This design comes from an exercise in tuning for small area and a short achievable clock period on the open sky130 flow, not from production work.
RTL that was checked went through simulation tests only; none was proved equivalent to the original.

Design Circle_Area_Calculator, start of the top module:
module Circle_Area_Calculator(clk, rst, radius, area);
  input wire clk, rst;
  input wire [31:0] radius;
  output reg [31:0] area;
  wire [22:0] r = radius[22:0];
  wire [22:0] rn = ~r;
  wire p47 = r >= 23'h3504f4;
  wire p47n = ~p47;
  wire ge_a = r >= 23'h106ebf;
  wire ge_b = r >= 23'h4c422f;
  wire ge_c = r >= 23'h4c4230;
  wire q47 = (ge_a & ~p47) | ge_c;
  wire q47n = ~q47;
  wire [7:0] expo = {radius[29:23], 1'b0} + 8'd130 + {7'd0, ge_a} + {7'd0, ge_b};
  wire [22:0] mant;
  wire n1;
  ND2 u1 (r[0], r[1], n1);
  wire n2;
  ND2 u2 (r[0], r[2], n2);
  wire n3;
  ND2 u3 (r[0], r[3], n3);
  wire n4;
  ND2 u4 (r[0], r[4], n4);
  wire n5;
  ND2 u5 (r[0], r[5], n5);
  wire n6;
  ND2 u6 (r[0], r[6], n6);
  wire n7;
  ND2 u7 (r[0], r[7], n7);
  wire n8;
  ND2 u8 (r[0], r[8], n8);
  wire n9;
  ND2 u9 (r[0], r[9], n9);
  wire n10;
  ND2 u10 (r[0], r[10], n10);
  wire n11;
  ND2 u11 (r[0], r[11], n11);
  wire n12;
  ND2 u12 (r[0], r[12], n12);
  wire n13;
  ND2 u13 (r[0], r[13], n13);
  wire n14;
  ND2 u14 (r[0], r[14], n14);
  wire n15;
  ND2 u15 (r[0], r[15], n15);
  wire n16;
  ND2 u16 (r[0], r[16], n16);
  wire n17;
  ND2 u17 (r[0], r[17], n17);
  wire n18;
  ND2 u18 (r[0], r[18], n18);
  wire n19;
  ND2 u19 (r[0], r[19], n19);
  wire n20;
  ND2 u20 (r[0], r[20], n20);
  wire n21;
  ND2 u21 (r[0], r[21], n21);
  wire n22;
  ND2 u22 (r[0], r[22], n22);
  wire n23;
  ...
Size: roughly 1300 cells after synthesis, roughly 66 I/O pins, about 12000 sq um of cells after synthesis.
make LEC_CHECK=0 CAP_MARGIN=20 CORE_MARGIN=2 CORE_UTILIZATION=40 SLEW_MARGIN=20 SYNTH_HIERARCHICAL=1 SYNTH_MINIMUM_KEEP_SIZE=0 finish   # period 30.0 ns
run.sh (not shown) runs the stock make flow with config.mk's settings and CLKGATE_MAP_FILE= SYNTH_SCRIPT=/design/flow/synth_recipe.tcl, a recipe that flattens the netlist after the stock synthesis.
The starting point finished clean.
Edit:
==> flow/flow/run.sh (new file) <==
#!/bin/bash
set -o pipefail
cp standard.sh standard_sh.log
export SETUP_SLACK_MARGIN=${MARGIN:-15}
bash standard.sh > standard.log 2>&1
==> flow/standard.sh (new file) <==
#!/bin/bash
# synth_recipe.tcl (not shown) runs the flow's synth.tcl, then flattens the netlist and writes it again
# the make line also repeats each setting of config.mk as NAME=value (left out here)
make -C /OpenROAD-flow-scripts/flow DESIGN_CONFIG=/design/flow/config.mk WORK_HOME=/design/flow/orfs CLKGATE_MAP_FILE= SYNTH_SCRIPT=/design/flow/synth_recipe.tcl "${@:-finish}"
removed: flow/run.sh
Result: Non-clock buffer count grows by 145; cell area grows by 20%; setup slack gets better by 2.0 ns; clock-buffer cell count stays the same; global-route usage grows by 3.0 points; core utilization grows by 8.9 points; hold slack gets better by 0.0048 ns; sequential share of layout area shrinks by 0.76 points; wire length grows by about 23%; maximum frequency grows by 14%; synthesized cell count stays the same.
No run of this note included a check of the RTL's function; only the layout flow was run.

* * *

== branch indigo ==
Circle_Area_Calculator, a different RTL version from the one above (not shown whole).
export LEC_CHECK = 0
export CAP_MARGIN = 20
export CORE_MARGIN = 2
export CORE_UTILIZATION = 40
export SLEW_MARGIN = 20
export SYNTH_HIERARCHICAL = 1
export SYNTH_MINIMUM_KEEP_SIZE = 0
create_clock -name core_clock -period 30.0 [get_ports {clk}]
standard.sh (not shown) runs the stock make flow with config.mk's settings and CLKGATE_MAP_FILE= SYNTH_SCRIPT=/design/flow/synth_recipe.tcl, a recipe that flattens the netlist after the stock synthesis.
==> flow/flow/run.sh <==
#!/bin/bash
set -o pipefail
cp standard.sh standard_sh.log
export PRE_FLOORPLAN_TCL="$(pwd)/flow/downsize.tcl"
export SETUP_SLACK_MARGIN=${MARGIN:-14.5}
export BUFFER_PORTS_ARGS="-buffer_cell sky130_fd_sc_hd__buf_2"
bash standard.sh > standard.log 2>&1
==> flow/flow/downsize.tcl <==
# Downsize the combinational cells that synthesis mapped to a stronger drive
# than _1 (ABC upsizes some one-gate modules) to the _1 cell of the same
# function; the timing repair steps later upsize the cells that need it.
set ds_count 0
set ds_db [ord::get_db]
foreach ds_inst [[ord::get_db_block] getInsts] {
  set ds_master [[$ds_inst getMaster] getName]
  if { ![regexp {^sky130_fd_sc_hd__(\w+)_(\d+)$} $ds_master -> ds_base ds_drive] } { continue }
  if { $ds_drive <= 1 } { continue }
  if { [regexp {^(dfxtp|dfrtp|dfstp|buf|clkbuf|clkinv|clkdlybuf4s\d+|dlygate4sd\d|dlymetal6s\d+s|tapvpwrvgnd|fill|decap|conb)$} $ds_base] } { continue }
  set ds_new "sky130_fd_sc_hd__${ds_base}_1"
  if { [$ds_db findMaster $ds_new] == "NULL" } { continue }
  replace_cell [$ds_inst getName] $ds_new
  incr ds_count
}
puts "downsize.tcl: downsized $ds_count instances"
Input-level comparison between branch pepper and branch indigo:
==> flow/flow/run.sh <==
#!/bin/bash
set -o pipefail
cp standard.sh standard_sh.log
export PRE_FLOORPLAN_TCL="$(pwd)/flow/downsize.tcl"
export SETUP_SLACK_MARGIN=${MARGIN:-15.25}
export BUFFER_PORTS_ARGS="-buffer_cell sky130_fd_sc_hd__buf_2"
bash standard.sh > standard.log 2>&1
==> comparison <==
In the tables for branch indigo and branch pepper, count of buffer and inverter cells on the critical path reads higher with branch pepper. Compared with branch indigo, branch pepper shows count of nets after finishing higher by 11. branch pepper: via count about 0.7% above branch indigo.

-- what the ideal ports hide --
How much do the figures lean on ideal ports? The routed layouts below were timed once more, with nothing changed but the port constraints. Step 1 sets driving cells, clkbuf_16 on the clock port and buf_2 on the other inputs (assumed; they add their load-dependent delay and slew). Step 2 moves the port delays by t, midway between the first and last clock arrival at a register: inputs arrive t later, outputs are due t later. That takes back most of the time a late clock gives input paths. Three values: ideal, step 1, step 2; two values: the first two.
run	t (ns)	setup slack, ns	latest minus earliest clock arrival (ns)	slew at the worst register clock pin (ns)
the first run of note 1	0.312	13.230 / 13.239 / 12.927	0.003 / 0.003	0.05 / 0.05
the second run of note 1	0.314	15.239 / 15.236 / 14.922	0.003 / 0.003	0.05 / 0.05
branch indigo	0.309	15.047 / 15.061 / 14.752	0.002 / 0.002	0.05 / 0.05
branch pepper	0.310	15.541 / 15.527 / 15.217	0.005 / 0.004	0.06 / 0.06
After both steps every run listed still meets setup and hold. For branch pepper, which loses most, drivers alone change the setup slack by -0.014 ns; drivers and shift together by -0.324 ns.
